This design comes from an exercise in tuning for a short achievable clock period and few clock cycles on the open sky130 flow, not from production work.
Only simulation tests tie the RTL to the original design; equivalence was not proved.
The clock port is modelled as an ideal driver; clocking choices that lean on that would not hold on a real chip.

## flow/design.v (module list and top-level ports; edited modules follow where they fit)
// module fadd_c1: 53 lines
// module tzc23: 8 lines
// module fadd_c2: 21 lines
// module fadd_c3: 32 lines
// module fadd_p: 28 lines
// module fmul_s1: 32 lines
// module fmul_s2: 24 lines
// module fmul_p: 26 lines
// module csmul: 55 lines
// module csmula: 58 lines
// module fdiv_p: 99 lines
// module fdiv_s7: 45 lines
// module finv_tab: 514 lines
// module fsqrt_p: 107 lines
// module fsqrt_tab: 515 lines
// module ftoi: 17 lines
// module itof_p: 34 lines
// module floor_p: 45 lines
// module cpu: 658 lines
// module alu: 35 lines
// module brcmp: 34 lines
// module add3: 8 lines
module cpu(
	input wire clk,
	input wire rstn,
	output wire[15:0] inst_addr,
	input wire[31:0] inst_data,
	output wire[18:0] mem_addr,
	output wire[31:0] mem_wdata,
	input wire[31:0] mem_rdata,
	output wire mem_enable,
	output wire[3:0] mem_wea,
	output wire uart_wenable,
	input wire uart_wdone,
	output wire[31:0] uart_wd,
	output wire uart_renable,
	input wire uart_rdone,
	input wire[31:0] uart_rd
);
  // ...
==> flow/flow/run.sh <==
#!/bin/bash
# Layout flow: the standard synthesis, then the standard ORFS steps with
# their timing repair asked to reach below the clock period (a setup margin;
# the SDC, clock and I/O constraints are the standard flow's, unchanged), without gate
# cloning (its clones can leave small slew/capacitance violations after
# routing), with the port buffers made of ordinary buffers (sizable by the
# repair) rather than delay cells, and with more antenna-repair passes after
# detailed routing.
# Each step's output goes to a log of its own in the work folder.
set -euo pipefail
KNOBS=(SETUP_SLACK_MARGIN=${MARGIN:-18.3} TNS_END_PERCENT=${TNS:-100} SKIP_GATE_CLONING=1
       MAX_REPAIR_ANTENNAS_ITER_DRT=12 "BUFFER_PORTS_ARGS=-buffer_cell sky130_fd_sc_hd__buf_4")
bash standard.sh synth > flow_1_synth.log 2>&1
bash standard.sh "${KNOBS[@]}" floorplan > flow_2_floorplan.log 2>&1
bash standard.sh "${KNOBS[@]}" place > flow_3_place.log 2>&1
bash standard.sh "${KNOBS[@]}" cts > flow_4_cts.log 2>&1
bash standard.sh "${KNOBS[@]}" grt > flow_5_grt.log 2>&1
bash standard.sh "${KNOBS[@]}" finish > flow_6_route_finish.log 2>&1
==> flow/standard.sh <==
#!/bin/bash
# synth_recipe.tcl (not shown) runs the flow's synth.tcl, then flattens the netlist and writes it again
# the make line also repeats each setting of config.mk as NAME=value (left out here)
make -C /OpenROAD-flow-scripts/flow DESIGN_CONFIG=/design/flow/config.mk WORK_HOME=/design/flow/orfs CLKGATE_MAP_FILE= SYNTH_SCRIPT=/design/flow/synth_recipe.tcl "${@:-finish}"
==> flow/config.mk <==
export PLATFORM = sky130hd
export DESIGN_NAME = cpu
export DESIGN_NICKNAME = cpu
export VERILOG_FILES = /design/flow/design.v
export SDC_FILE = /design/flow/constraint.sdc
export NUM_CORES = 8
export LEC_CHECK = 0
export CAP_MARGIN = 35
export CORE_MARGIN = 2
export CORE_UTILIZATION = 40
export SLEW_MARGIN = 35
export SYNTH_HIERARCHICAL = 1
==> flow/constraint.sdc <==
create_clock -name core_clock -period 25.0 [get_ports {clk}]
set_input_delay 5.0000 -clock core_clock [delete_from_list [all_inputs] [get_ports {clk}]]
set_output_delay 5.0000 -clock core_clock [all_outputs]
set_load 0.01 [all_outputs]
==> summary.txt, run 1 <==
Run status
  • Status: no timing/DRC/antenna violations

Place
  • DP Wirelength: 1,650,000 um

Routing
  • Detailed Route Iter0 Violations: 49,500
  • M1 wire length: 914,000 um
  • Wire per inst: 30.0 um
  • Drt via density: 5.77

STA
  • Slew HR: 0.254
  • Fin. Hold Viols: 0
  • Measured slew at the worst slew-check pin: 1110 ps

Layout
  • Multi-input combinational area share: 0.536
  • Nets@finish: 64,500
  • Seq area share: 0.321
  • Area of the multi-input gates: 375,000 sq um
  • # diodes: 292
  • Clock network contribution to total cell area: 0.0469
  • Non-clk buf share: 0.0222

Worst setup path
  • Data arrival time of the critical path: 2050 ps
  • Worst r2r dst: mem_addr_r[14]
  • Worst Path Required: 20,000 ps
  • Crit Path Max Fanout: 1
  • CP startpoint: mem_wdata_r[21]

Clock network
  • Clock transition at path regs: 70 ps
  • Number of CTS-inserted buffers: 947

Global route
  • Largest net degree at the start of global routing: 142
  • Number of global-route vias before repair: 452,000

Die
  • Die area: 1,600,000 sq um
Testbench counts, summed over its fixed seeds: cycles 118,301.
==> module cpu, before the edit <==
module cpu(
	input wire clk,
	input wire rstn,
	output wire[15:0] inst_addr,
	input wire[31:0] inst_data,
	output wire[18:0] mem_addr,
	output wire[31:0] mem_wdata,
	input wire[31:0] mem_rdata,
	output wire mem_enable,
	output wire[3:0] mem_wea,
	output wire uart_wenable,
	input wire uart_wdone,
	output wire[31:0] uart_wd,
	output wire uart_renable,
	input wire uart_rdone,
	input wire[31:0] uart_rd
);
	localparam OP_LW    = 6'b00_0001;
	localparam OP_SW    = 6'b00_0000;
	localparam OP_LF    = 6'b10_0001;
	localparam OP_LWR   = 6'b01_0001;
	localparam OP_LFR   = 6'b11_0001;
	localparam OP_SF    = 6'b01_0000;
	localparam OP_ADD   = 6'b00_0010;
	localparam OP_SUB   = 6'b00_0011;
	localparam OP_MUL   = 6'b00_0100;
	localparam OP_XOR   = 6'b00_0101;
	localparam OP_ADDI  = 6'b00_1000;
	localparam OP_SI    = 6'b00_1001;
	localparam OP_ORI   = 6'b00_1010;
	localparam OP_FADD  = 6'b11_0010;
	localparam OP_FSUB  = 6'b11_0011;
	localparam OP_FMUL  = 6'b11_0100;
	localparam OP_FDIV  = 6'b11_0101;
	localparam OP_FNEG  = 6'b11_0110;
	localparam OP_FABS  = 6'b11_0111;
	localparam OP_SQRT  = 6'b11_1000;
	localparam OP_FLOOR = 6'b11_1001;
	localparam OP_FTOI  = 6'b01_1010;
	localparam OP_ITOF  = 6'b10_1010;
	localparam OP_MOVF  = 6'b11_1010;
	localparam OP_J     = 6'b00_1011;
	localparam OP_JAL   = 6'b00_1100;
	localparam OP_JALR  = 6'b00_1101;
	localparam OP_SLT   = 6'b00_0111;
	localparam OP_SLTF  = 6'b01_0010;
	localparam OP_BNE   = 6'b10_1100;
	localparam OP_BLE   = 6'b10_1110;
	localparam OP_BEQF  = 6'b01_1100;
	localparam OP_BLTF  = 6'b01_1101;
	localparam OP_OUTB  = 6'b00_1110;
	localparam OP_INF   = 6'b11_1111;
	localparam OP_IN    = 6'b00_1111;
	localparam N_ITOF  = 2;
	localparam N_FLOOR = 2;
	localparam N_MUL   = 2;
	localparam N_FADD  = 3;
	localparam N_FMUL  = 2;
	localparam N_FDIV  = 9;
	localparam N_SQRT  = 9;
	localparam KM = 10;       
	localparam S_ALU = 4'd0, S_MUL = 4'd1, S_FTOI = 4'd2, S_ITOF = 4'd3, S_MEM = 4'd4,
	           S_FADD = 4'd5, S_FMUL = 4'd6, S_FDIV = 4'd7, S_SQRT = 4'd8, S_FLOOR = 4'd9;
	localparam F_ADD = 4'd0, F_SUB = 4'd1, F_XOR = 4'd2, F_OR = 4'd3, F_SLT = 4'd4,
	           F_SHIFT = 4'd5, F_SLTF = 4'd6, F_PASS = 4'd7, F_NEG = 4'd8, F_ABS = 4'd9;
	localparam T_COND = 2'd0, T_JUMP = 2'd1, T_CALL = 2'd2, T_RET = 2'd3;
	function [11:0] opkeys(input [31:0] w);
		reg [5:0] o;
		reg br, af, bf;
		begin
			o = w[31:26];
			br = (o[5] ^ o[4]) && o[3] && o[2];
			af = o[4] && o[3:1] != 3'b000;
			bf = o[4] && o[3:0] != 4'b0001;
			opkeys = {af, w[20:16], bf, (o[3:0] == 4'b0000 || br) ? w[25:21] : w[15:11]};
		end
	endfunction
	integer j;
	reg [31:0] f1_pc;
	reg f1_valid;
	reg [31:0] f2_pc, f2_pred;
	reg f2_valid;
	reg [15:0] ia_r;
	assign inst_addr = ia_r;
	reg        btb_v   [0:31];
	reg [10:0] btb_tag [0:31];
	reg [15:0] btb_tgt [0:31];
	reg [1:0]  btb_ty  [0:31];
	reg [1:0]  btb_ctr [0:31];    
	reg [5:0]  btb_lh  [0:31];    
	reg [1:0]  btb_ch  [0:31];    
	reg        btb_pl  [0:31];    
	reg [1:0]  pht     [0:63];    
	reg [31:0] ras_s [0:7];
	reg [2:0]  ras_sp;
	reg [31:0] ras_a [0:7];
	reg [2:0]  ras_ap;
	reg [31:0] q_inst [0:3];
	reg [31:0] q_pc   [0:3];
	reg [31:0] q_pred [0:3];
	reg [11:0] q_keys [0:3];
	reg [1:0]  q_head;
	reg [2:0]  q_cnt;
	wire [4:0] f1_bi = f1_pc[6:2];
	wire f1_hit = btb_v[f1_bi] && btb_tag[f1_bi] == f1_pc[17:7];
	wire [31:0] f1_seq = f1_pc + 32'd4;
	wire [31:0] f1_btgt = {f1_pc[31:18], btb_tgt[f1_bi], 2'b00};
	reg push_r;
	reg [2:0] push_idx;
	reg [31:0] push_val;
	wire [2:0] ras_top_i = ras_sp - 3'd1;
	wire [31:0] ras_s_top = (push_r && push_idx == ras_top_i) ? push_val : ras_s[ras_top_i];
	reg [31:0] f1_next;
	reg f1_push, f1_pop;
	always @* begin
		f1_next = f1_seq;
		f1_push = 1'b0;
		f1_pop = 1'b0;
		if (f1_hit) begin
			case (btb_ty[f1_bi])
				T_COND: if (btb_ch[f1_bi][1] ? btb_pl[f1_bi] : btb_ctr[f1_bi][1]) f1_next = f1_btgt;
				T_JUMP: f1_next = f1_btgt;
				T_CALL: begin f1_next = f1_btgt; f1_push = 1'b1; end
				default: begin f1_next = ras_s_top; f1_pop = 1'b1; end
			endcase
		end
	end
	wire [2:0] f_occ = q_cnt + {2'b0, f1_valid} + {2'b0, f2_valid};
	wire f_room = f_occ <= 3'd3;
	wire [11:0] f2_keys = opkeys(inst_data);
	reg d_valid;
	reg d_el;           
	reg [31:0] d_inst, d_pc, d_pred;
	reg [11:0] d_keys;
	reg [31:0] rf [1:63];
	reg        iw_v [0:KM];
	reg [4:0]  iw_r [0:KM];
	reg [3:0]  iw_s [0:KM];
	reg        fw_v [0:KM];
	reg [4:0]  fw_r [0:KM];
	reg [3:0]  fw_s [0:KM];
	reg        iw_e [0:KM];    
	reg        fw_e [0:KM];
	reg [3:0]  ex_fn;
	reg [31:0] ex_a, ex_b;            
	reg [31:0] mu_a, mu_b;            
	reg [31:0] cv_a;                  
	reg [31:0] fa_a, fa_b;            
	reg [31:0] fm_a, fm_b;            
	reg [31:0] fd_a, fd_b;            
	reg [31:0] sq_a;                  
	reg [31:0] alu_res, mul_res, ftoi_res;
	reg [31:0] ld_hold;       
	wire [31:0] itof_d, floor_d, fadd_d, fmul_d, fdiv_d, sqrt_d;
	wire [31:0] itof_q, floor_q, fadd_q, fmul_q, fdiv_q, sqrt_q;
	wire [31:0] alu_out;
	alu u_alu(ex_fn, ex_a, ex_b, alu_out);
	wire [63:0] mu_s, mu_c;
	csmul #(32, 32) u_mul(mu_a, mu_b, mu_s, mu_c);
	reg [31:0] mu_s_r, mu_c_r;
	wire [31:0] mul_d = mu_s_r + mu_c_r;
	wire [31:0] ftoi_d;
	ftoi u_ftoi(cv_a, ftoi_d);
	itof_p u_itof(clk, cv_a, itof_d, itof_q);
	floor_p u_floor(clk, cv_a, floor_d, floor_q);
	fadd_p u_fadd(clk, fa_a, fa_b, fadd_d, fadd_q);
	fmul_p u_fmul(clk, fm_a, fm_b, fmul_d, fmul_q);
	wire [31:0] inv7;
	fdiv_p u_fdiv(clk, fd_a, fd_b, fdiv_d, fdiv_q, inv7);
	fsqrt_p u_sqrt(clk, sq_a, sqrt_d, sqrt_q);
	reg [31:0] iwb_e, fwb_e, iwb_n, fwb_n;
	always @* begin
		case (iw_s[0])
			S_MEM:   iwb_e = ld_hold;
			S_MUL:   iwb_e = mul_res;
			S_FTOI:  iwb_e = ftoi_res;
			default: iwb_e = alu_res;
		endcase
		case (fw_s[0])
			S_MEM:   fwb_e = ld_hold;
			S_ITOF:  fwb_e = itof_q;
			S_FLOOR: fwb_e = floor_q;
			S_FADD:  fwb_e = fadd_q;
			S_FMUL:  fwb_e = fmul_q;
			S_FDIV:  fwb_e = fdiv_q;
			S_SQRT:  fwb_e = sqrt_q;
			default: fwb_e = alu_res;
		endcase
		case (iw_s[1])
			S_MUL:   iwb_n = mul_d;
			S_FTOI:  iwb_n = ftoi_d;
			default: iwb_n = alu_out;
		endcase
		case (fw_s[1])
			S_ITOF:  fwb_n = itof_d;
			S_FLOOR: fwb_n = floor_d;
			S_FADD:  fwb_n = fadd_d;
			S_FMUL:  fwb_n = fmul_d;
			S_FDIV:  fwb_n = fdiv_d;
			S_SQRT:  fwb_n = sqrt_d;
			default: fwb_n = alu_out;
		endcase
	end
	wire [31:0] iwb = (iw_s[0] == S_MEM && !iw_e[0]) ? mem_rdata : iwb_e;
	wire [31:0] fwb = (fw_s[0] == S_MEM && !fw_e[0]) ? mem_rdata : fwb_e;
	wire [31:0] di = d_inst;
	wire [5:0] op = di[31:26];
	wire [4:0] f_rd = di[25:21];
	wire [15:0] imm = di[15:0];
	wire [5:0] a_key = d_keys[11:6];
	wire [5:0] b_key = d_keys[5:0];
	wire aF = a_key[5];
	wire bF = b_key[5];
	reg rc_v;
	reg [5:0] rc_key;
	reg [31:0] rc_val;
	reg pc_v;
	reg [5:0] pc_key;
	reg [31:0] pc_val;
	reg fl_v [1:8];           
	reg [5:0] fl_k [1:8];
	reg fl_p [1:8];           
	wire hit_r = rc_v && b_key == rc_key;
	wire hit_p = pc_v && b_key == pc_key;
	wire fdiv_hit = op == OP_FDIV && (hit_r || hit_p);
	wire [31:0] rc_hit_val = hit_r ? rc_val : pc_val;
	reg uA, uB, wr, wF;
	reg [3:0] k;       
	reg [3:0] src;     
	reg [3:0] fn;      
	reg c_load, c_store, c_br, c_j, c_jal, c_jalr, c_out, c_in, c_lwr, c_fsub;
	reg b_imm;
	reg [31:0] immv;
	always @* begin
		uA = 1'b0; uB = 1'b0; wr = 1'b0; wF = op[5];
		k = 4'd2; src = S_ALU; fn = F_PASS;
		c_load = 1'b0; c_store = 1'b0; c_br = 1'b0; c_j = 1'b0; c_jal = 1'b0; c_jalr = 1'b0;
		c_out = 1'b0; c_in = 1'b0; c_lwr = 1'b0; c_fsub = 1'b0;
		b_imm = 1'b0; immv = {{16{imm[15]}}, imm};
		case (op)
			OP_LW, OP_LF: begin uA = !d_el; wr = 1'b1; c_load = 1'b1; src = S_MEM; end
			OP_LWR, OP_LFR: begin uA = 1'b1; uB = 1'b1; wr = 1'b1; c_load = 1'b1; c_lwr = 1'b1; src = S_MEM; end
			OP_SW, OP_SF: begin uA = 1'b1; uB = 1'b1; c_store = 1'b1; end
			OP_ADD: begin uA = 1'b1; uB = 1'b1; wr = 1'b1; fn = F_ADD; end
			OP_SUB: begin uA = 1'b1; uB = 1'b1; wr = 1'b1; fn = F_SUB; end
			OP_XOR: begin uA = 1'b1; uB = 1'b1; wr = 1'b1; fn = F_XOR; end
			OP_SLT: begin uA = 1'b1; uB = 1'b1; wr = 1'b1; fn = F_SLT; end
			OP_MUL: begin uA = 1'b1; uB = 1'b1; wr = 1'b1; src = S_MUL; k = N_MUL + 1; end
			OP_ADDI: begin uA = 1'b1; wr = 1'b1; fn = F_ADD; b_imm = 1'b1; end
			OP_SI: begin uA = 1'b1; wr = 1'b1; fn = F_SHIFT; b_imm = 1'b1; end
			OP_ORI: begin uA = 1'b1; wr = 1'b1; fn = F_OR; b_imm = 1'b1; immv = {16'h0, imm}; end
			OP_FADD: begin uA = 1'b1; uB = 1'b1; wr = 1'b1; src = S_FADD; k = N_FADD + 1; end
			OP_FSUB: begin uA = 1'b1; uB = 1'b1; wr = 1'b1; src = S_FADD; k = N_FADD + 1; c_fsub = 1'b1; end
			OP_FMUL: begin uA = 1'b1; uB = 1'b1; wr = 1'b1; src = S_FMUL; k = N_FMUL + 1; end
			OP_FDIV: begin
				uA = 1'b1; wr = 1'b1;
				if (fdiv_hit) begin src = S_FMUL; k = N_FMUL + 1; end
				else begin uB = 1'b1; src = S_FDIV; k = N_FDIV + 1; end
			end
			OP_FNEG: begin uA = 1'b1; wr = 1'b1; fn = F_NEG; end
			OP_FABS: begin uA = 1'b1; wr = 1'b1; fn = F_ABS; end
			OP_MOVF: begin uA = 1'b1; wr = 1'b1; fn = F_PASS; end
			OP_SQRT: begin uA = 1'b1; wr = 1'b1; src = S_SQRT; k = N_SQRT + 1; end
			OP_FLOOR: begin uA = 1'b1; wr = 1'b1; src = S_FLOOR; k = N_FLOOR + 1; end
			OP_FTOI: begin uA = 1'b1; wr = 1'b1; src = S_FTOI; end
			OP_ITOF: begin uA = 1'b1; wr = 1'b1; src = S_ITOF; k = N_ITOF + 1; end
			OP_SLTF: begin uA = 1'b1; uB = 1'b1; wr = 1'b1; fn = F_SLTF; end
			OP_J: begin c_j = 1'b1; end
			OP_JAL: begin wr = 1'b1; c_j = 1'b1; c_jal = 1'b1; end
			OP_JALR: begin uA = 1'b1; wr = 1'b1; c_jalr = 1'b1; end
			OP_BNE, OP_BLE, OP_BEQF, OP_BLTF: begin uA = 1'b1; uB = 1'b1; c_br = 1'b1; end
			OP_OUTB: begin uA = 1'b1; c_out = 1'b1; end
			OP_IN, OP_INF: begin wr = 1'b1; c_in = 1'b1; end
			default: ;
		endcase
	end
	wire [4:0] wIdx = c_jal ? 5'd31 : f_rd;
	wire wr_eff = wr && (wF || wIdx != 5'd0);
	wire [5:0] w_key = {wF, wIdx};
	reg [KM:0] a_m, b_m, w_m;
	integer jm;
	always @* begin
		for (jm = 0; jm <= KM; jm = jm + 1) begin
			a_m[jm] = aF ? (fw_v[jm] && fw_r[jm] == a_key[4:0]) : (iw_v[jm] && iw_r[jm] == a_key[4:0]);
			b_m[jm] = bF ? (fw_v[jm] && fw_r[jm] == b_key[4:0]) : (iw_v[jm] && iw_r[jm] == b_key[4:0]);
			w_m[jm] = wF ? (fw_v[jm] && fw_r[jm] == wIdx) : (iw_v[jm] && iw_r[jm] == wIdx);
		end
	end
	wire a_far = |a_m[KM:2];                  
	wire b_far = |b_m[KM:2];
	wire [3:0] a_s1 = aF ? fw_s[1] : iw_s[1];    
	wire [3:0] a_s0 = aF ? fw_s[0] : iw_s[0];    
	wire [3:0] b_s1 = bF ? fw_s[1] : iw_s[1];
	wire [3:0] b_s0 = bF ? fw_s[0] : iw_s[0];
	wire a_n = a_m[1];                         
	wire a_w = a_m[0] && !a_m[1];              
	wire b_n = b_m[1];
	wire b_w = b_m[0] && !b_m[1];
	wire a_e1 = aF ? fw_e[1] : iw_e[1];         
	wire b_e1 = bF ? fw_e[1] : iw_e[1];
	wire a_e0 = aF ? fw_e[0] : iw_e[0];
	wire b_e0 = bF ? fw_e[0] : iw_e[0];
	wire a_late = a_s0 == S_MEM && !a_e0;      
	wire b_late = b_s0 == S_MEM && !b_e0;
	wire a_ld1 = a_s1 == S_MEM && a_e1;        
	wire b_ld1 = b_s1 == S_MEM && b_e1;
	wire [31:0] a_rf = a_key == 6'd0 ? 32'h0 : rf[a_key];
	wire [31:0] b_rf = b_key == 6'd0 ? 32'h0 : rf[b_key];
	wire [31:0] a_rw = a_w ? (aF ? fwb_e : iwb_e) : a_rf;
	wire [31:0] b_rw = b_w ? (bF ? fwb_e : iwb_e) : b_rf;
	wire a_mem = (a_n && a_ld1) || (a_w && a_late);    
	wire b_mem = (b_n && b_ld1) || (b_w && b_late);
	wire [31:0] a_cap = a_mem ? mem_rdata : a_n ? (aF ? fwb_n : iwb_n) : a_rw;
	wire [31:0] b_cap = b_mem ? mem_rdata : b_n ? (bF ? fwb_n : iwb_n) : b_rw;
	wire [31:0] a_capf = a_mem ? mem_rdata : a_n ? fwb_n : a_rw;
	wire [31:0] b_capf = b_mem ? mem_rdata : b_n ? fwb_n : b_rw;
	wire [31:0] a_capi = a_mem ? mem_rdata : a_n ? iwb_n : a_rw;
	wire [31:0] b_capi = b_mem ? mem_rdata : b_n ? iwb_n : b_rw;
	wire [31:0] a_br = a_mem ? mem_rdata : a_n ? alu_out : a_rw;
	wire [31:0] b_br = b_mem ? mem_rdata : b_n ? alu_out : b_rw;
	wire a_rdyB = !a_far && (!a_n || a_s1 == S_ALU || a_ld1);
	wire b_rdyB = !b_far && (!b_n || b_s1 == S_ALU || b_ld1);
	wire ex_sum = ex_fn == F_ADD;
	wire a_rdyE = !a_far && (a_n ? (a_s1 == S_ALU && ex_sum) : !(a_w && a_late));
	wire b_rdyE = !b_far && (b_n ? (b_s1 == S_ALU && ex_sum && !a_n) : !(b_w && b_late));
	wire a_rdyC = !a_far && (!a_n || a_s1 != S_MEM || a_e1);
	wire b_rdyC = !b_far && (!b_n || b_s1 != S_MEM || b_e1);
	wire needAE = c_load || c_store;
	wire needBE = c_lwr;
	wire needAB = c_br || c_jalr;
	wire needBB = c_br;
	reg uart_pend;
	reg [1:0] uin_st;      
	reg [31:0] uart_data;
	wire w_slot = wF ? fw_v[k] : iw_v[k];
	wire stall =
		(uA && !(needAE ? a_rdyE : needAB ? a_rdyB : a_rdyC)) ||
		(uB && !(needBE ? b_rdyE : needBB ? b_rdyB : b_rdyC)) ||
		(wr_eff && |(w_m >> k)) ||
		(wr_eff && w_slot) ||
		(c_out && uart_pend) ||
		(c_in && uin_st != 2'd2);
	reg sl_v, sl_br, sl_tk, sl_nb, sl_n4, sl_nr;
	reg [31:0] sl_btgt, sl_pc4, sl_rtgt;
	wire mis_r = sl_v && (sl_br ? (sl_tk ? sl_nb : sl_n4) : sl_nr);
	wire [31:0] tgt_r = sl_br ? (sl_tk ? sl_btgt : sl_pc4) : sl_rtgt;
	reg fast_r;
	reg [31:0] fast_tgt;
	wire d_ok = d_valid && !mis_r && !fast_r;
	wire issue = d_ok && !stall;
	reg [KM:1] pf_younger;
	integer jp;
	always @* begin
		for (jp = 1; jp <= KM; jp = jp + 1) pf_younger[jp] = fw_v[jp] && fw_r[jp] == fw_r[0];
	end
	wire [5:0] pf_key = {1'b1, fw_r[0]};
	wire pf_busy = fl_v[1] && fl_p[1] || fl_v[2] && fl_p[2] || fl_v[3] && fl_p[3] || fl_v[4] && fl_p[4] ||
	               fl_v[5] && fl_p[5] || fl_v[6] && fl_p[6] || fl_v[7] && fl_p[7] || fl_v[8] && fl_p[8];
	wire pf_go = fw_v[0] && fw_s[0] == S_MEM && !(|pf_younger) && !pf_busy &&
	             !(d_ok && op == OP_FDIV) && !(d_ok && wr_eff && w_key == pf_key);
	wire [31:0] pc4 = d_pc + 32'd4;
	wire [31:0] btgt = d_pc + {{14{imm[15]}}, imm, 2'b00};
	wire [31:0] jtgt = {4'b0, di[25:0], 2'b00};
	wire [31:0] rtgt = {a_br[31:2], 2'b00};
	wire taken, eq_rtgt;
	brcmp u_brcmp(op, a_br, b_br, d_pred, taken, eq_rtgt);
	wire eq_pc4 = d_pred == pc4;
	wire eq_btgt = d_pred == btgt;
	wire eq_jtgt = d_pred == jtgt;
	wire mis_fast = !c_br && !c_jalr && (c_j ? !eq_jtgt : !eq_pc4);
	wire [31:0] fast_next = c_j ? jtgt : pc4;
	wire redirect = mis_r || fast_r;
	wire [4:0] d_bi = d_pc[6:2];
	wire [18:0] off = c_lwr ? b_rw[18:0] : imm[15] ? {3'b111, imm} : {3'b000, imm};
	wire [18:0] ag_x = (a_n || (c_lwr && b_n)) ? ex_a[18:0] : a_rw[18:0];
	wire [18:0] ag_y = (a_n || (c_lwr && b_n)) ? ex_b[18:0] : off;
	wire [18:0] ag_z = a_n ? off : (c_lwr && b_n) ? a_rw[18:0] : 19'd0;
	wire [18:0] agu;
	add3 #(19) u_agu(ag_x, ag_y, ag_z, agu);
	reg bu_v, bu_taken;
	reg [4:0] bu_idx;
	reg [10:0] bu_tag;
	reg [15:0] bu_tgt;
	reg [1:0] bu_ty;
	wire bu_hit = btb_v[bu_idx] && btb_tag[bu_idx] == bu_tag && btb_ty[bu_idx] == T_COND;
	wire [1:0] bu_ctr = btb_ctr[bu_idx];
	wire [5:0] bu_lh = btb_lh[bu_idx];
	wire [1:0] bu_ch = btb_ch[bu_idx];
	reg [5:0] bu_lhd;    
	wire [5:0] bu_pi = bu_lhd ^ {1'b0, bu_idx};
	wire [1:0] bu_pht = pht[bu_pi];
	reg pu_v, pu_taken, pu_b;
	reg [5:0] pu_pi, pu_npi;
	reg [4:0] pu_idx;
	wire [1:0] pu_pht = pht[pu_pi];
	wire [1:0] pu_npht = pu_npi == pu_pi ? cnt(pu_pht, pu_taken) : pht[pu_npi];
	function [1:0] cnt(input [1:0] c, input up);
		begin
			cnt = up ? (c == 2'b11 ? 2'b11 : c + 2'b01) : (c == 2'b00 ? 2'b00 : c - 2'b01);
		end
	endfunction
	wire [1:0] bu_new_ctr = !bu_hit ? (bu_taken ? 2'b10 : 2'b01) : cnt(bu_ctr, bu_taken);
	wire [5:0] bu_new_lh = !bu_hit ? {5'b0, bu_taken} : {bu_lh[4:0], bu_taken};
	wire [1:0] bu_new_ch = !bu_hit ? 2'b01 :
	                       bu_ctr[1] == bu_pht[1] ? bu_ch : cnt(bu_ch, bu_pht[1] == bu_taken);
	reg [18:0] mem_addr_r;
	reg [31:0] mem_wdata_r;
	reg mem_en_r;
	reg [3:0] mem_wea_r;
	reg uart_wen_r, uart_ren_r;
	reg [31:0] uart_wd_r;
	assign mem_addr = mem_addr_r;
	assign mem_wdata = mem_wdata_r;
	assign mem_enable = mem_en_r;
	assign mem_wea = mem_wea_r;
	assign uart_wenable = uart_wen_r;
	assign uart_renable = uart_ren_r;
	assign uart_wd = uart_wd_r;
	wire [31:0] f1_pc_n = !rstn ? 32'h0 :
	                      redirect ? (mis_r ? tgt_r : fast_tgt) :
	                      f1_valid ? f1_next : f1_pc;
	wire d_take = !d_valid || issue;
	wire q_nonempty = q_cnt != 3'd0;
	wire [1:0] q_tail = q_head + q_cnt[1:0];
	wire [31:0] qh_inst = q_inst[q_head];
	wire [4:0] qh_base = qh_inst[20:16];
	wire qh_ld = qh_inst[31:26] == OP_LW || qh_inst[31:26] == OP_LF;
	reg qh_pend;
	integer je;
	always @* begin
		qh_pend = iw_v[0] && iw_r[0] == qh_base && iw_s[0] == S_MEM && !iw_e[0];
		for (je = 1; je <= KM; je = je + 1)
			if (iw_v[je] && iw_r[je] == qh_base) qh_pend = 1'b1;
	end
	wire qh_w = iw_v[0] && iw_r[0] == qh_base;
	wire [31:0] qh_rb = qh_base == 5'd0 ? 32'h0 : qh_w ? iwb_e : rf[{1'b0, qh_base}];
	wire [18:0] el_addr = qh_rb[18:0] + {{3{qh_inst[15]}}, qh_inst[15:0]};
	wire el_go = q_nonempty && qh_ld && !qh_pend && !mis_r && !fast_r &&
	             !(d_ok && (c_load || c_store)) &&
	             !(d_ok && wr_eff && !wF && wIdx == qh_base);
	always @(posedge clk) begin
		alu_res <= alu_out;
		ld_hold <= mem_rdata;
		mu_s_r <= mu_s[31:0];
		mu_c_r <= mu_c[31:0];
		mul_res <= mul_d;
		ftoi_res <= ftoi_d;
		sl_br <= c_br;
		sl_tk <= taken;
		sl_nb <= !eq_btgt;
		sl_n4 <= !eq_pc4;
		sl_nr <= !eq_rtgt;
		sl_btgt <= btgt;
		sl_pc4 <= pc4;
		sl_rtgt <= rtgt;
		if (uart_rdone) uart_data <= uart_rd;
		if (iw_v[0] && iw_r[0] != 5'd0) rf[{1'b0, iw_r[0]}] <= iwb;
		if (fw_v[0]) rf[{1'b1, fw_r[0]}] <= fwb;
		ex_fn <= fn;
		ex_a <= (c_jal || c_jalr) ? pc4 : c_in ? uart_data : a_cap;
		ex_b <= b_imm ? immv : b_cap;
		mu_a <= src == S_MUL ? a_capi : 32'h0;
		mu_b <= src == S_MUL ? b_capi : 32'h0;
		cv_a <= (src == S_FTOI || src == S_ITOF || src == S_FLOOR) ? a_cap : 32'h0;
		fa_a <= src == S_FADD ? a_capf : 32'h0;
		fa_b <= src != S_FADD ? 32'h0 : c_fsub ? {~b_capf[31], b_capf[30:0]} : b_capf;
		fm_a <= src == S_FMUL ? a_capf : 32'h0;
		fm_b <= src != S_FMUL ? 32'h0 : fdiv_hit ? rc_hit_val : b_capf;
		fd_a <= src == S_FDIV ? a_capf : 32'h0;
		fd_b <= pf_go ? (fw_e[0] ? ld_hold : mem_rdata) : src == S_FDIV ? b_capf : 32'h0;
		sq_a <= src == S_SQRT ? a_capf : 32'h0;
		fast_tgt <= fast_next;
		push_idx <= ras_sp;
		push_val <= f1_seq;
		mem_addr_r <= el_go ? el_addr : agu;
		mem_wdata_r <= b_cap;
		uart_wd_r <= a_capi;
		ia_r <= !rstn ? 16'hffff : f1_pc_n[17:2];
		if (issue && c_jal) ras_a[ras_ap] <= pc4;
		pu_pi <= bu_pi;
		pu_taken <= bu_taken;
		pu_npi <= bu_new_lh ^ {1'b0, bu_idx};
		pu_idx <= bu_idx;
		if (pu_b) btb_pl[pu_idx] <= pu_npht[1];
		bu_idx <= d_bi;
		bu_lhd <= btb_lh[d_bi];
		bu_tag <= d_pc[17:7];
		bu_tgt <= c_br ? btgt[17:2] : jtgt[17:2];
		bu_ty <= c_br ? T_COND : c_jalr ? T_RET : c_jal ? T_CALL : T_JUMP;
		bu_taken <= taken;
		if (bu_v) begin
			btb_tag[bu_idx] <= bu_tag;
			btb_tgt[bu_idx] <= bu_tgt;
			btb_ty[bu_idx] <= bu_ty;
			btb_ctr[bu_idx] <= bu_new_ctr;
			btb_lh[bu_idx] <= bu_new_lh;
			btb_ch[bu_idx] <= bu_new_ch;
		end
		if (f2_valid) begin
			q_inst[q_tail] <= inst_data;
			q_pc[q_tail] <= f2_pc;
			q_pred[q_tail] <= f2_pred;
			q_keys[q_tail] <= f2_keys;
		end
		d_el <= d_take && q_nonempty && el_go;
		if (d_take) begin
			if (q_nonempty) begin
				d_inst <= q_inst[q_head];
				d_pc <= q_pc[q_head];
				d_pred <= q_pred[q_head];
				d_keys <= q_keys[q_head];
			end else begin
				d_inst <= inst_data;
				d_pc <= f2_pc;
				d_pred <= f2_pred;
				d_keys <= f2_keys;
			end
		end
		if (f1_valid) begin
			f2_pc <= f1_pc;
			f2_pred <= f1_next;
		end
		if (mis_r || fast_r) begin
			for (j = 0; j < 8; j = j + 1) ras_s[j] <= ras_a[j];
		end else if (push_r) begin
			ras_s[push_idx] <= push_val;
		end
		if (!rstn) begin
			f1_pc <= 32'h0;
			f1_valid <= 1'b0;
			f2_valid <= 1'b0;
			q_cnt <= 3'd0;
			q_head <= 2'd0;
			d_valid <= 1'b0;
			ras_sp <= 3'd0;
			ras_ap <= 3'd0;
			sl_v <= 1'b0;
			fast_r <= 1'b0;
			push_r <= 1'b0;
			rc_v <= 1'b0;
			pc_v <= 1'b0;
			for (j = 1; j <= 8; j = j + 1) fl_v[j] <= 1'b0;
			bu_v <= 1'b0;
			pu_v <= 1'b0;
			pu_b <= 1'b0;
			for (j = 0; j < 32; j = j + 1) btb_v[j] <= 1'b0;
			for (j = 0; j < 64; j = j + 1) pht[j] <= 2'b01;
			for (j = 0; j <= KM; j = j + 1) begin
				iw_v[j] <= 1'b0;
				fw_v[j] <= 1'b0;
			end
			mem_en_r <= 1'b0;
			mem_wea_r <= 4'h0;
			uart_wen_r <= 1'b0;
			uart_ren_r <= 1'b0;
			uart_pend <= 1'b0;
			uin_st <= 2'd0;
		end else begin
			sl_v <= issue && (c_br || c_jalr);
			fast_r <= issue && mis_fast;
			if (redirect) begin
				f1_pc <= f1_pc_n;
				f1_valid <= 1'b1;
				f2_valid <= 1'b0;
				q_cnt <= 3'd0;
				d_valid <= 1'b0;
			end else begin
				f2_valid <= f1_valid;
				f1_pc <= f1_pc_n;
				f1_valid <= f_room;
				if (d_take) begin
					d_valid <= q_nonempty || f2_valid;
					if (q_nonempty) begin
						q_head <= q_head + 2'd1;
						q_cnt <= q_cnt - 3'd1 + {2'b0, f2_valid};
					end else begin
						q_cnt <= q_cnt;
					end
				end else begin
					q_cnt <= q_cnt + {2'b0, f2_valid};
				end
			end
			if (mis_r || fast_r) ras_sp <= ras_ap;
			else if (!redirect && f1_valid && f1_push) ras_sp <= ras_sp + 3'd1;
			else if (!redirect && f1_valid && f1_pop) ras_sp <= ras_sp - 3'd1;
			push_r <= !redirect && f1_valid && f1_push;
			if (issue && c_jal) ras_ap <= ras_ap + 3'd1;
			else if (issue && c_jalr) ras_ap <= ras_ap - 3'd1;
			bu_v <= issue && (c_br || c_j || c_jalr);
			if (bu_v) btb_v[bu_idx] <= 1'b1;
			pu_v <= bu_v && bu_hit;
			pu_b <= bu_v;
			if (pu_v) pht[pu_pi] <= cnt(pu_pht, pu_taken);
			for (j = 1; j < 8; j = j + 1) begin
				fl_v[j + 1] <= fl_v[j] && !(issue && wr_eff && w_key == fl_k[j]);
				fl_k[j + 1] <= fl_k[j];
				fl_p[j + 1] <= fl_p[j];
			end
			fl_v[1] <= pf_go || (issue && op == OP_FDIV && !fdiv_hit && !(wr_eff && w_key == b_key));
			fl_k[1] <= pf_go ? pf_key : b_key;
			fl_p[1] <= pf_go;
			if (fl_v[8] && !fl_p[8]) begin
				rc_v <= 1'b1;
				rc_key <= fl_k[8];
				rc_val <= inv7;
			end
			if (issue && wr_eff && w_key == ((fl_v[8] && !fl_p[8]) ? fl_k[8] : rc_key)) rc_v <= 1'b0;
			if (fl_v[8] && fl_p[8]) begin
				pc_v <= 1'b1;
				pc_key <= fl_k[8];
				pc_val <= inv7;
			end
			if (issue && wr_eff && w_key == ((fl_v[8] && fl_p[8]) ? fl_k[8] : pc_key)) pc_v <= 1'b0;
			for (j = 0; j < KM; j = j + 1) begin
				iw_v[j] <= iw_v[j + 1];
				iw_r[j] <= iw_r[j + 1];
				iw_s[j] <= iw_s[j + 1];
				iw_e[j] <= iw_e[j + 1];
				fw_v[j] <= fw_v[j + 1];
				fw_r[j] <= fw_r[j + 1];
				fw_s[j] <= fw_s[j + 1];
				fw_e[j] <= fw_e[j + 1];
			end
			iw_v[KM] <= 1'b0;
			fw_v[KM] <= 1'b0;
			if (issue && wr_eff) begin
				if (wF) begin
					fw_v[k - 4'd1] <= 1'b1;
					fw_r[k - 4'd1] <= wIdx;
					fw_s[k - 4'd1] <= src;
					fw_e[k - 4'd1] <= c_load && d_el;
				end else begin
					iw_v[k - 4'd1] <= 1'b1;
					iw_r[k - 4'd1] <= wIdx;
					iw_s[k - 4'd1] <= src;
					iw_e[k - 4'd1] <= c_load && d_el;
				end
			end
			mem_en_r <= el_go || (issue && (c_store || (c_load && !d_el)));
			mem_wea_r <= (issue && c_store) ? 4'hf : 4'h0;
			uart_wen_r <= issue && c_out;
			uart_ren_r <= 1'b0;
			if (issue && c_out) uart_pend <= 1'b1;
			else if (uart_wdone || uart_rdone) uart_pend <= 1'b0;
			if (d_ok && c_in) begin
				if (uin_st == 2'd0 && !uart_pend) begin
					uart_ren_r <= 1'b1;
					uart_pend <= 1'b1;
					uin_st <= 2'd1;
				end else if (uin_st == 2'd1 && uart_rdone) begin
					uin_st <= 2'd2;
				end else if (uin_st == 2'd2 && issue) begin
					uin_st <= 2'd0;
				end
			end
		end
	end
endmodule
==> run 2: changes to the inputs <==
--- a/flow/design.v
+++ b/flow/design.v
@@ -1791,2 +1791,7 @@
 	endfunction
+	function [5:0] wkey(input [31:0] w);
+		begin
+			wkey = {w[31], w[31:26] == OP_JAL ? 5'd31 : w[25:21]};
+		end
+	endfunction
 	integer j;
@@ -1815,2 +1820,3 @@
 	reg [11:0] q_keys [0:3];
+	reg [5:0]  q_wk   [0:3];
 	reg [1:0]  q_head;
@@ -1844,2 +1850,3 @@
 	wire [11:0] f2_keys = opkeys(inst_data);
+	wire [5:0] f2_wk = wkey(inst_data);
 	reg d_valid;
@@ -1848,2 +1855,3 @@
 	reg [11:0] d_keys;
+	reg [5:0] d_wk;
 	reg [31:0] rf [1:63];
@@ -1994,8 +2002,19 @@
 	reg [KM:0] a_m, b_m, w_m;
+	wire [11:0] nk_ab = !d_take ? d_keys : q_nonempty ? q_keys[q_head] : f2_keys;
+	wire [5:0] nk_w = !d_take ? d_wk : q_nonempty ? q_wk[q_head] : f2_wk;
+	reg [KM:0] a_mn, b_mn, w_mn;
 	integer jm;
 	always @* begin
-		for (jm = 0; jm <= KM; jm = jm + 1) begin
-			a_m[jm] = aF ? (fw_v[jm] && fw_r[jm] == a_key[4:0]) : (iw_v[jm] && iw_r[jm] == a_key[4:0]);
-			b_m[jm] = bF ? (fw_v[jm] && fw_r[jm] == b_key[4:0]) : (iw_v[jm] && iw_r[jm] == b_key[4:0]);
-			w_m[jm] = wF ? (fw_v[jm] && fw_r[jm] == wIdx) : (iw_v[jm] && iw_r[jm] == wIdx);
+		for (jm = 0; jm < KM; jm = jm + 1) begin
+			a_mn[jm] = nk_ab[11] ? (fw_v[jm + 1] && fw_r[jm + 1] == nk_ab[10:6]) : (iw_v[jm + 1] && iw_r[jm + 1] == nk_ab[10:6]);
+			b_mn[jm] = nk_ab[5] ? (fw_v[jm + 1] && fw_r[jm + 1] == nk_ab[4:0]) : (iw_v[jm + 1] && iw_r[jm + 1] == nk_ab[4:0]);
+			w_mn[jm] = nk_w[5] ? (fw_v[jm + 1] && fw_r[jm + 1] == nk_w[4:0]) : (iw_v[jm + 1] && iw_r[jm + 1] == nk_w[4:0]);
+		end
+		a_mn[KM] = 1'b0;
+		b_mn[KM] = 1'b0;
+		w_mn[KM] = 1'b0;
+		if (issue && wr_eff) begin
+			if (nk_ab[11:6] == w_key) a_mn[k - 4'd1] = 1'b1;
+			if (nk_ab[5:0] == w_key) b_mn[k - 4'd1] = 1'b1;
+			if (nk_w == w_key) w_mn[k - 4'd1] = 1'b1;
 		end
@@ -2217,2 +2236,3 @@
 			q_keys[q_tail] <= f2_keys;
+			q_wk[q_tail] <= f2_wk;
 		end
@@ -2225,2 +2245,3 @@
 				d_keys <= q_keys[q_head];
+				d_wk <= q_wk[q_head];
 			end else begin
@@ -2230,2 +2251,3 @@
 				d_keys <= f2_keys;
+				d_wk <= f2_wk;
 			end
@@ -2252,2 +2274,5 @@
 			fast_r <= 1'b0;
+			a_m <= {(KM+1){1'b0}};
+			b_m <= {(KM+1){1'b0}};
+			w_m <= {(KM+1){1'b0}};
 			push_r <= 1'b0;
@@ -2307,2 +2332,5 @@
 			if (pu_v) pht[pu_pi] <= cnt(pu_pht, pu_taken);
+			a_m <= a_mn;
+			b_m <= b_mn;
+			w_m <= w_mn;
 			for (j = 1; j < 8; j = j + 1) begin
==> run 2 against run 1 <==
Against the previous run:
- synthesized area rose by 0.35%
- still clean on timing, DRC and antenna
- global-route usage fell by 0.41 points
- largest cell class unchanged
- register-to-register slack got worse by 30 ps
- clock-buffer cell count rose by 24
- sequential share of layout area barely moved
- first-iteration DRC count rose by 4.8%
- non-clock buffer count rose by 9
- synthesized cell count rose by 1.8%
- hold slack got worse by 25 ps
==> summary.txt, run 2 <==
Run status
  • Status: no timing/DRC/antenna violations (unchanged)

STA
  • Fin. Hold Viols: 0 (unchanged)
  • Worst hold slack: 269 ps (was 294 ps)
  • Slew HR: 0.230 (was 0.254)
  • Worst Clk Skew: 151 ps (was 233 ps)
  • Post-Route Setup TNS: 0 ps (unchanged)
  • FMAX: 0.141 GHz (was 0.142 GHz)
  • Final min period: 7070 ps (was 7050 ps)
  • Final worst path period share: 0.283 (was 0.282)
  • Pins Over Slew Limit: 0 (unchanged)
  • RSZ-0062 raised after global routing: true (unchanged)
  • Setup slack after layout: 17,930 ps (was 17,950 ps)
  • Measured slew at the worst slew-check pin: 1120 ps (was 1110 ps)
  • Number of setup violations in the final report: 0 (unchanged)

Synth
  • Cells after Synth: 57,100 (was 56,100)
  • Ys Warns: 21 (unchanged)
  • Syn Area/Cell: 11.2 sq um (was 11.4 sq um)
  • Post-Syn Area: 639,000 sq um (was 636,000 sq um)

Global route
  • Initial antenna violation count: 293 (was 278)
  • Largest net degree at the start of global routing: 142 (unchanged)
  • Number of global-route vias before repair: 458,000 (was 452,000)
  • Global-route wire length before repair: 3,300,000 um (was 3,310,000 um)
  • Total global routing overflow: 0 (unchanged)
  • GRT Total Usage: 0.281 (was 0.285)

Place
  • PortBufs: 205 (unchanged)
  • Pre-CTS setup slack: 16,210 ps (was 15,170 ps)
  • DP Wirelength: 1,620,000 um (was 1,650,000 um)
  • GP Congestion: 1.01 (was 1.02)

Layout
  • Post-route core utilization: 0.441 (about the same)
  • Area Growth Syn to Fin: 10.1% (was 9.97%)
  • Sequential cell area: 226,000 sq um (was 224,000 sq um)
  • Max reg flops: 2,016 (unchanged)
  • Nets@finish: 65,400 (was 64,500)
  • Layout cells sized above 1: 0.129 (was 0.134)
  • Commonest non-fill, non-tap cell in the layout: fa_1 (unchanged)
  • Most frequent cells in the layout: fa_1, inv_1, nand2_1 (unchanged)
  • Area of the multi-input gates: 377,000 sq um (was 375,000 sq um)
  • # fillers: 149,000 (was 147,000)

Worst setup path
  • CP delay by family, top: flip-flops (unchanged)
  • Slowest-stage cell, CP: dfxtp_4 (unchanged)
  • CP Capture Type: primary output (unchanged)
  • Critical path startpoint category: flop (unchanged)
  • Worst Setup Path Type: reg2out (unchanged)
  • WP buf/inv: 1 (unchanged)
  • Worst Path Required: 20,000 ps (about the same)
  • Crit Path Max Fanout: 1 (unchanged)
  • Worst path cell trace: buf_6 (unchanged)
  • Data arrival time of the critical path: 2070 ps (was 2050 ps)
  • Crit path largest cell delay: 590 ps (was 530 ps)

Routing
  • Drt total wl: 2,300,000 um (was 2,320,000 um)
  • Detailed Route Iter0 Violations: 51,900 (was 49,500)
  • Wire per inst: 29.2 um (was 30.0 um)
  • Drt first pass iters: 10 (was 9)
  • DR vias: 454,000 (was 447,000)
  • Drt via density: 5.78 (was 5.77)
  • Post-route ant nets: 0 (unchanged)
  • Drt drc: 0 (unchanged)

Clock network
  • CTS tree: done (unchanged)
  • Clk buf depth: 5 (unchanged)
  • Root Driver: clkbuf_16 (unchanged)
  • Clock Sinks: 8,765 (was 8,716)
  • Clock transition at path regs: 70 ps (about the same)
  • H-tree levels: 6 (unchanged)
  • Clk Latency, worst-skew pair: 1350 ps (was 1360 ps)
  • Number of CTS-inserted buffers: 940 (was 947)
  • Hold-fix buffers at CTS: 0 (unchanged)

Die
  • Core area: 1,590,000 sq um (about the same)
  • Die area: 1,610,000 sq um (was 1,600,000 sq um)
  • Initial Util: 0.401 (about the same)
  • IO Pins: 206 (unchanged)
  • Die span in x: 1270 um (about the same)
  • Die height: 1270 um (about the same)
  • Row count: 464 (was 463)

Job
  • Max_cap viols: 0 (unchanged)

Worst hold path
  • Hold Crit Class: reg2reg (unchanged)
-- run 2: timing repair --
action                                  in CTS  in global routing
setup buffers                               44                119
pin swaps                                   28                103
endpoints found under the setup margin     630                547
gates cloned                                 0                  0
resized for setup                          545                335
-- run 2: final timing paths --
path,cells past startpoint,start,slack (ps),end
worst max register to register,16,d_keys[9],18230,mem_addr_r[17]
worst max-delay path,1,mem_wdata_r[22],17930,mem_wdata[22]
worst min register to register,0,u_sqrt.ex_3[1],270,u_sqrt.ex_4[1]
worst min-delay path,0,u_sqrt.ex_3[1],270,u_sqrt.ex_4[1]
-- run 2: stage by stage --
step,cell area (sq um),cells
floorplan,640000,57300
global placement,662000,76000
detailed placement,664000,76100
CTS,699000,77900
global route,703000,78400
finish,703000,78600
-- run 2: layout make-up --
class                           instances  share of cell area
Multi-Input combinational cell      38000               0.535
Sequential cell                      8765               0.321
Tap cell                            21200              0.0377
Clock buffer                         1222              0.0369
Inverter                             6625              0.0354
Timing Repair Buffer                 1711              0.0226
Clock inverter                        543             0.00953
Antenna cell                          558             0.00198
-- run 2: per-layer routing --
layer / vias up / track usage / wire, um
li1: 191000 / - / -
met1: 235000 / 0.372 / 907000
met2: 23600 / 0.426 / 1010000
met3: 5020 / 0.0695 / 238000
met4: 76 / 0.146 / 142000
met5: - / 0.000701 / 555
Testbench counts of run 2, summed over its fixed seeds: cycles 118,301.
==> run 3: changes to the inputs <==
--- a/flow/design.v
+++ b/flow/design.v
@@ -1791,7 +1791,2 @@
 	endfunction
-	function [5:0] wkey(input [31:0] w);
-		begin
-			wkey = {w[31], w[31:26] == OP_JAL ? 5'd31 : w[25:21]};
-		end
-	endfunction
 	integer j;
@@ -1820,3 +1815,2 @@
 	reg [11:0] q_keys [0:3];
-	reg [5:0]  q_wk   [0:3];
 	reg [1:0]  q_head;
@@ -1850,3 +1844,2 @@
 	wire [11:0] f2_keys = opkeys(inst_data);
-	wire [5:0] f2_wk = wkey(inst_data);
 	reg d_valid;
@@ -1855,3 +1848,2 @@
 	reg [11:0] d_keys;
-	reg [5:0] d_wk;
 	reg [31:0] rf [1:63];
@@ -2002,19 +1994,8 @@
 	reg [KM:0] a_m, b_m, w_m;
-	wire [11:0] nk_ab = !d_take ? d_keys : q_nonempty ? q_keys[q_head] : f2_keys;
-	wire [5:0] nk_w = !d_take ? d_wk : q_nonempty ? q_wk[q_head] : f2_wk;
-	reg [KM:0] a_mn, b_mn, w_mn;
 	integer jm;
 	always @* begin
-		for (jm = 0; jm < KM; jm = jm + 1) begin
-			a_mn[jm] = nk_ab[11] ? (fw_v[jm + 1] && fw_r[jm + 1] == nk_ab[10:6]) : (iw_v[jm + 1] && iw_r[jm + 1] == nk_ab[10:6]);
-			b_mn[jm] = nk_ab[5] ? (fw_v[jm + 1] && fw_r[jm + 1] == nk_ab[4:0]) : (iw_v[jm + 1] && iw_r[jm + 1] == nk_ab[4:0]);
-			w_mn[jm] = nk_w[5] ? (fw_v[jm + 1] && fw_r[jm + 1] == nk_w[4:0]) : (iw_v[jm + 1] && iw_r[jm + 1] == nk_w[4:0]);
-		end
-		a_mn[KM] = 1'b0;
-		b_mn[KM] = 1'b0;
-		w_mn[KM] = 1'b0;
-		if (issue && wr_eff) begin
-			if (nk_ab[11:6] == w_key) a_mn[k - 4'd1] = 1'b1;
-			if (nk_ab[5:0] == w_key) b_mn[k - 4'd1] = 1'b1;
-			if (nk_w == w_key) w_mn[k - 4'd1] = 1'b1;
+		for (jm = 0; jm <= KM; jm = jm + 1) begin
+			a_m[jm] = aF ? (fw_v[jm] && fw_r[jm] == a_key[4:0]) : (iw_v[jm] && iw_r[jm] == a_key[4:0]);
+			b_m[jm] = bF ? (fw_v[jm] && fw_r[jm] == b_key[4:0]) : (iw_v[jm] && iw_r[jm] == b_key[4:0]);
+			w_m[jm] = wF ? (fw_v[jm] && fw_r[jm] == wIdx) : (iw_v[jm] && iw_r[jm] == wIdx);
 		end
@@ -2051,4 +2032,5 @@
 	wire [31:0] b_capi = b_mem ? mem_rdata : b_n ? iwb_n : b_rw;
-	wire [31:0] a_br = a_mem ? mem_rdata : a_n ? alu_out : a_rw;
-	wire [31:0] b_br = b_mem ? mem_rdata : b_n ? alu_out : b_rw;
+	wire [31:0] a_bn = a_n ? alu_out : a_rw;
+	wire [31:0] b_bn = b_n ? alu_out : b_rw;
+	wire [31:0] a_br = a_mem ? mem_rdata : a_bn;
 	wire a_rdyB = !a_far && (!a_n || a_s1 == S_ALU || a_ld1);
@@ -2097,4 +2079,9 @@
 	wire [31:0] rtgt = {a_br[31:2], 2'b00};
-	wire taken, eq_rtgt;
-	brcmp u_brcmp(op, a_br, b_br, d_pred, taken, eq_rtgt);
+	wire t00, t10, t01, t11, e00, e10, e01, e11;
+	brcmp u_brcmp00(op, a_bn, b_bn, d_pred, t00, e00);
+	brcmp u_brcmp10(op, mem_rdata, b_bn, d_pred, t10, e10);
+	brcmp u_brcmp01(op, a_bn, mem_rdata, d_pred, t01, e01);
+	brcmp u_brcmp11(op, mem_rdata, mem_rdata, d_pred, t11, e11);
+	wire taken = a_mem ? (b_mem ? t11 : t10) : (b_mem ? t01 : t00);
+	wire eq_rtgt = a_mem ? e10 : e00;
 	wire eq_pc4 = d_pred == pc4;
@@ -2236,3 +2223,2 @@
 			q_keys[q_tail] <= f2_keys;
-			q_wk[q_tail] <= f2_wk;
 		end
@@ -2245,3 +2231,2 @@
 				d_keys <= q_keys[q_head];
-				d_wk <= q_wk[q_head];
 			end else begin
@@ -2251,3 +2236,2 @@
 				d_keys <= f2_keys;
-				d_wk <= f2_wk;
 			end
@@ -2274,5 +2258,2 @@
 			fast_r <= 1'b0;
-			a_m <= {(KM+1){1'b0}};
-			b_m <= {(KM+1){1'b0}};
-			w_m <= {(KM+1){1'b0}};
 			push_r <= 1'b0;
@@ -2332,5 +2313,2 @@
 			if (pu_v) pht[pu_pi] <= cnt(pu_pht, pu_taken);
-			a_m <= a_mn;
-			b_m <= b_mn;
-			w_m <= w_mn;
 			for (j = 1; j < 8; j = j + 1) begin
--- a/flow/flow/run.sh
+++ b/flow/flow/run.sh
@@ -6,4 +6,5 @@
 # routing), with the port buffers made of ordinary buffers (sizable by the
-# repair) rather than delay cells, and with more antenna-repair passes after
-# detailed routing.
+# repair) rather than delay cells, with each output port's buffer moved next
+# to the cell driving it before detailed placement (flow/move_out_bufs.tcl),
+# and with more antenna-repair passes after detailed routing.
 # Each step's output goes to a log of its own in the work folder.
@@ -11,3 +12,4 @@
 KNOBS=(SETUP_SLACK_MARGIN=${MARGIN:-18.3} TNS_END_PERCENT=${TNS:-100} SKIP_GATE_CLONING=1
-       MAX_REPAIR_ANTENNAS_ITER_DRT=12 "BUFFER_PORTS_ARGS=-buffer_cell sky130_fd_sc_hd__buf_4")
+       MAX_REPAIR_ANTENNAS_ITER_DRT=12 "BUFFER_PORTS_ARGS=-buffer_cell sky130_fd_sc_hd__buf_4"
+       "PRE_DETAIL_PLACE_TCL=$PWD/flow/move_out_bufs.tcl")
 bash standard.sh synth > flow_1_synth.log 2>&1
==> flow/flow/move_out_bufs.tcl (new file) <==
# Run before detailed placement (PRE_DETAIL_PLACE_TCL): move each output
# port's buffer next to the cell that drives it, so that the buffer, not the
# driving flip-flop, drives the long wire to the pin.  Detailed placement then
# legalizes the moved buffers.
set block [ord::get_db_block]
set n 0
foreach bt [$block getBTerms] {
  if {[$bt getIoType] != "OUTPUT"} continue
  set net [$bt getNet]
  if {$net == "NULL"} continue
  set bufi ""
  foreach it [$net getITerms] { if {[$it isOutputSignal]} { set bufi [$it getInst] } }
  if {$bufi == ""} continue
  set srci ""
  foreach it [$bufi getITerms] {
    if {[$it isInputSignal]} {
      set in [$it getNet]
      if {$in == "NULL"} continue
      foreach it2 [$in getITerms] { if {[$it2 isOutputSignal]} { set srci [$it2 getInst] } }
    }
  }
  if {$srci == ""} continue
  set loc [$srci getLocation]
  $bufi setLocation [lindex $loc 0] [lindex $loc 1]
  incr n
}
puts "move_out_bufs: moved $n output buffers"
--- a/flow/config.mk
+++ b/flow/config.mk
@@ -9,3 +9,3 @@
 export CORE_MARGIN = 2
-export CORE_UTILIZATION = 40
+export CORE_UTILIZATION = 55
 export SLEW_MARGIN = 35
==> run 3 against run 2 <==
Against the previous run:
- sequential share of layout area shrank 0.25 points
- critical endpoint is now bu_taken
- clock skew rose by 16 ps
- register-to-register slack lost 200 ps
- still clean
- non-clock buffer count increased by 265
- setup slack improved by 100 ps
- cell area up 0.22%
- clock-buffer cell count shrank 30
- first-iteration DRC count is 24% higher
==> summary.txt, run 3 <==
Synth
  • Ys Warns: 21 (unchanged)
  • Cells after Synth: 56,900 (was 57,100)
  • Post-Syn Area: 643,000 sq um (was 639,000 sq um)
  • Syn Area/Cell: 11.3 sq um (was 11.2 sq um)

STA
  • FMAX: 0.144 GHz (was 0.141 GHz)
  • Pins Over Slew Limit: 0 (unchanged)
  • Final worst path period share: 0.279 (was 0.283)
  • Post-Route Setup TNS: 0 ps (unchanged)
  • Slew HR: 0.184 (was 0.230)
  • Worst Clk Skew: 167 ps (was 151 ps)
  • Final min period: 6970 ps (was 7070 ps)
  • Fin. Hold Viols: 0 (unchanged)
  • Number of setup violations in the final report: 0 (unchanged)
  • RSZ-0062 raised after global routing: true (unchanged)
  • Measured slew at the worst slew-check pin: 1220 ps (was 1120 ps)

Die
  • Initial Util: 0.551 (was 0.401)
  • Die span in x: 1090 um (was 1270 um)
  • Core area: 1,170,000 sq um (was 1,590,000 sq um)
  • IO Pins: 206 (unchanged)
  • Die area: 1,180,000 sq um (was 1,610,000 sq um)
  • Row count: 397 (was 464)
  • Die height: 1090 um (was 1270 um)

Clock network
  • Hold-fix buffers at CTS: 0 (unchanged)
  • Clock Sinks: 8,716 (was 8,765)
  • H-tree levels: 6 (unchanged)
  • Clk Latency, worst-skew pair: 1320 ps (was 1350 ps)
  • Clk buf depth: 5 (unchanged)
  • Root Driver: clkbuf_16 (unchanged)
  • CTS tree: done (unchanged)
  • Clock transition at path regs: 70 ps (about the same)
  • Number of CTS-inserted buffers: 933 (was 940)

Routing
  • Drt first pass iters: 11 (was 10)
  • Drt total wl: 2,570,000 um (was 2,300,000 um)
  • Post-route ant nets: 0 (unchanged)
  • Drt drc: 0 (unchanged)
  • Drt via density: 6.50 (was 5.78)
  • DR vias: 477,000 (was 454,000)
  • Detailed Route Iter0 Violations: 64,500 (was 51,900)
  • Wire per inst: 35.0 um (was 29.2 um)

Layout
  • Commonest non-fill, non-tap cell in the layout: fa_1 (unchanged)
  • Max reg flops: 2,016 (unchanged)
  • Most frequent cells in the layout: fa_1, inv_1, nand2_1 (unchanged)
  • Layout cells sized above 1: 0.142 (was 0.129)
  • # fillers: 93,100 (was 149,000)
  • Nets@finish: 65,800 (was 65,400)
  • Area Growth Syn to Fin: 9.62% (was 10.1%)
  • Post-route core utilization: 0.604 (was 0.441)

Global route
  • Total global routing overflow: 0 (unchanged)
  • Number of global-route vias before repair: 486,000 (was 458,000)
  • Initial antenna violation count: 390 (was 293)
  • Global-route wire length before repair: 3,600,000 um (was 3,300,000 um)
  • GRT Total Usage: 0.429 (was 0.281)
  • Largest net degree at the start of global routing: 122 (was 142)

Worst setup path
  • Data arrival time of the critical path: 8140 ps (was 2070 ps)
  • Worst Setup Path Type: reg2reg (was reg2out)
  • CP Capture Type: flop (was primary output)
  • Worst r2r dst: bu_taken (was mem_addr_r[17])
  • Reg-to-reg critical path startpoint: ex_fn[3] (was d_keys[9])
  • Worst-case reg-to-reg path depth: 24 (was 16)
  • Worst Path Required: 26,180 ps (was 20,000 ps)
  • Register-to-register setup slack: 18,030 ps (was 18,230 ps)
  • Critical path startpoint category: flop (unchanged)
  • Crit Path Max Fanout: 25 (was 1)

Place
  • DP Wirelength: 1,820,000 um (was 1,620,000 um)
  • PortBufs: 205 (unchanged)
  • GP Congestion: 1.09 (was 1.01)

Worst hold path
  • Cells on Worst Hold Path: 0 (unchanged)
  • Hold Crit Class: reg2reg (unchanged)
  • WHS Endpoint: u_sqrt.ex_5[7] (was u_sqrt.ex_4[1])
  • Hold_sp: u_sqrt.ex_4[7] (was u_sqrt.ex_3[1])

Run status
  • Status: no timing/DRC/antenna violations (unchanged)

Job
  • Max_cap viols: 0 (unchanged)
==> run 3: cell type report <==
type	instances	area [sq um]	share of cell area
Multi-Input combinational cell	37800	382000	0.542
Sequential cell	8716	224000	0.318
Clock buffer	1192	25700	0.0364
Inverter	6809	25600	0.0363
Tap cell	15600	19500	0.0276
Timing Repair Buffer	1976	18700	0.0266
Clock inverter	575	6970	0.00988
Antenna cell	772	1930	0.00274
==> run 3: what timing repair did <==
item / 4_1_cts / 5_1_grt
setup endpoints to repair: 732 / 540
pin swaps: 35 / 114
setup buffers: 85 / 110
endpoints found under the hold margin: 0 / 0
resized for setup: 650 / 460
==> run 3: metal layers <==
layer	part of all wire	routed length (um)	track usage	up-vias
li1	-	-	-	191000
met1	0.36	925000	0.548	243000
met2	0.42	1080000	0.619	34400
met3	0.14	353000	0.158	7611
met4	0.078	201000	0.275	126
met5	0.00076	1950	0.00713	-
==> run 3: stage by stage <==
step | area (sq um) | hold slack [ps] | cells | worst slack, ps
after floorplan | 644000 | 310 | 57100 | 18120
after global placement | 661000 | 310 | 70600 | 15040
after detailed placement | 663000 | 312 | 70600 | 15080
after CTS | 699000 | 272 | 72500 | 18050
after global routing | 704000 | 286 | 73100 | 18040
final | 705000 | 284 | 73400 | 18030
==> run 3: worst max path at each step <==
stage,from,slack (ps),end
2_1_floorplan,mem_rdata[6],18120,bu_taken
3_3_place_gp,flop,15040,bu_taken
3_5_place_dp,flop,15080,bu_taken
4_1_cts,mem_wdata_r[20],18050,mem_wdata[20]
5_1_grt,ex_b[12],18040,bu_taken
6_report,ex_fn[3],18030,bu_taken
==> run 3: worst max-delay path, cell delays in order, from the launching register on <==
cell	delay, ps
dfxtp_1	310
buf_4	220
or2_2	460
nor2_1	750
nand2_1	700
o221ai_1	450
a21oi_1	150
o2111ai_1	160
nand4_1	180
o22ai_4	570
a21o_1	210
buf_6	230
inv_1	70
ha_1	360
nand4_2	230
nor3_4	250
buf_12	140
nand3_2	80
o311ai_1	290
nor2_1	140
a31o_1	230
a22oi_2	210
nand2_1	70
and3_1	200
a31oi_1	130
Testbench counts of run 3, summed over its fixed seeds: cycles 118,301.

-- re-timing with driven ports --
The flow's constraints put no driver on any port. The routed layouts listed below were extracted and timed again, unchanged, in two steps. Step 1 (the two cells are an assumption about what drives the block):
set clk [get_ports {clk}]
set_driving_cell -lib_cell sky130_fd_sc_hd__clkbuf_16 $clk
set_driving_cell -lib_cell sky130_fd_sc_hd__buf_2 [delete_from_list [all_inputs] $clk]
Step 2 moves the port delays by t, midway between the first and last clock arrival at a register: inputs arrive t later, outputs are due t later. That takes back most of the time a late clock gives input paths. Slacks: ideal ports / drivers / drivers and shift; pairs: ideal ports / drivers.
| run | t (ns) | setup slack, ns | hold WS [ns] | worst register clock-pin slew, ns |
|---|---|---|---|---|
| run 1 | 1.438 | 17.952 / 17.762 / 16.622 | 0.294 / 0.294 / 0.294 | 0.08 / 0.08 |
| run 2 | 1.433 | 17.930 / 17.741 / 17.005 | 0.269 / 0.269 / 0.269 | 0.08 / 0.08 |
| run 3 | 1.437 | 18.032 / 17.921 / 16.752 | 0.284 / 0.284 / 0.284 | 0.09 / 0.09 |
After both steps every run listed still meets setup and hold. For run 1, which loses most, drivers alone change the setup slack by -0.190 ns; drivers and shift together by -1.330 ns.
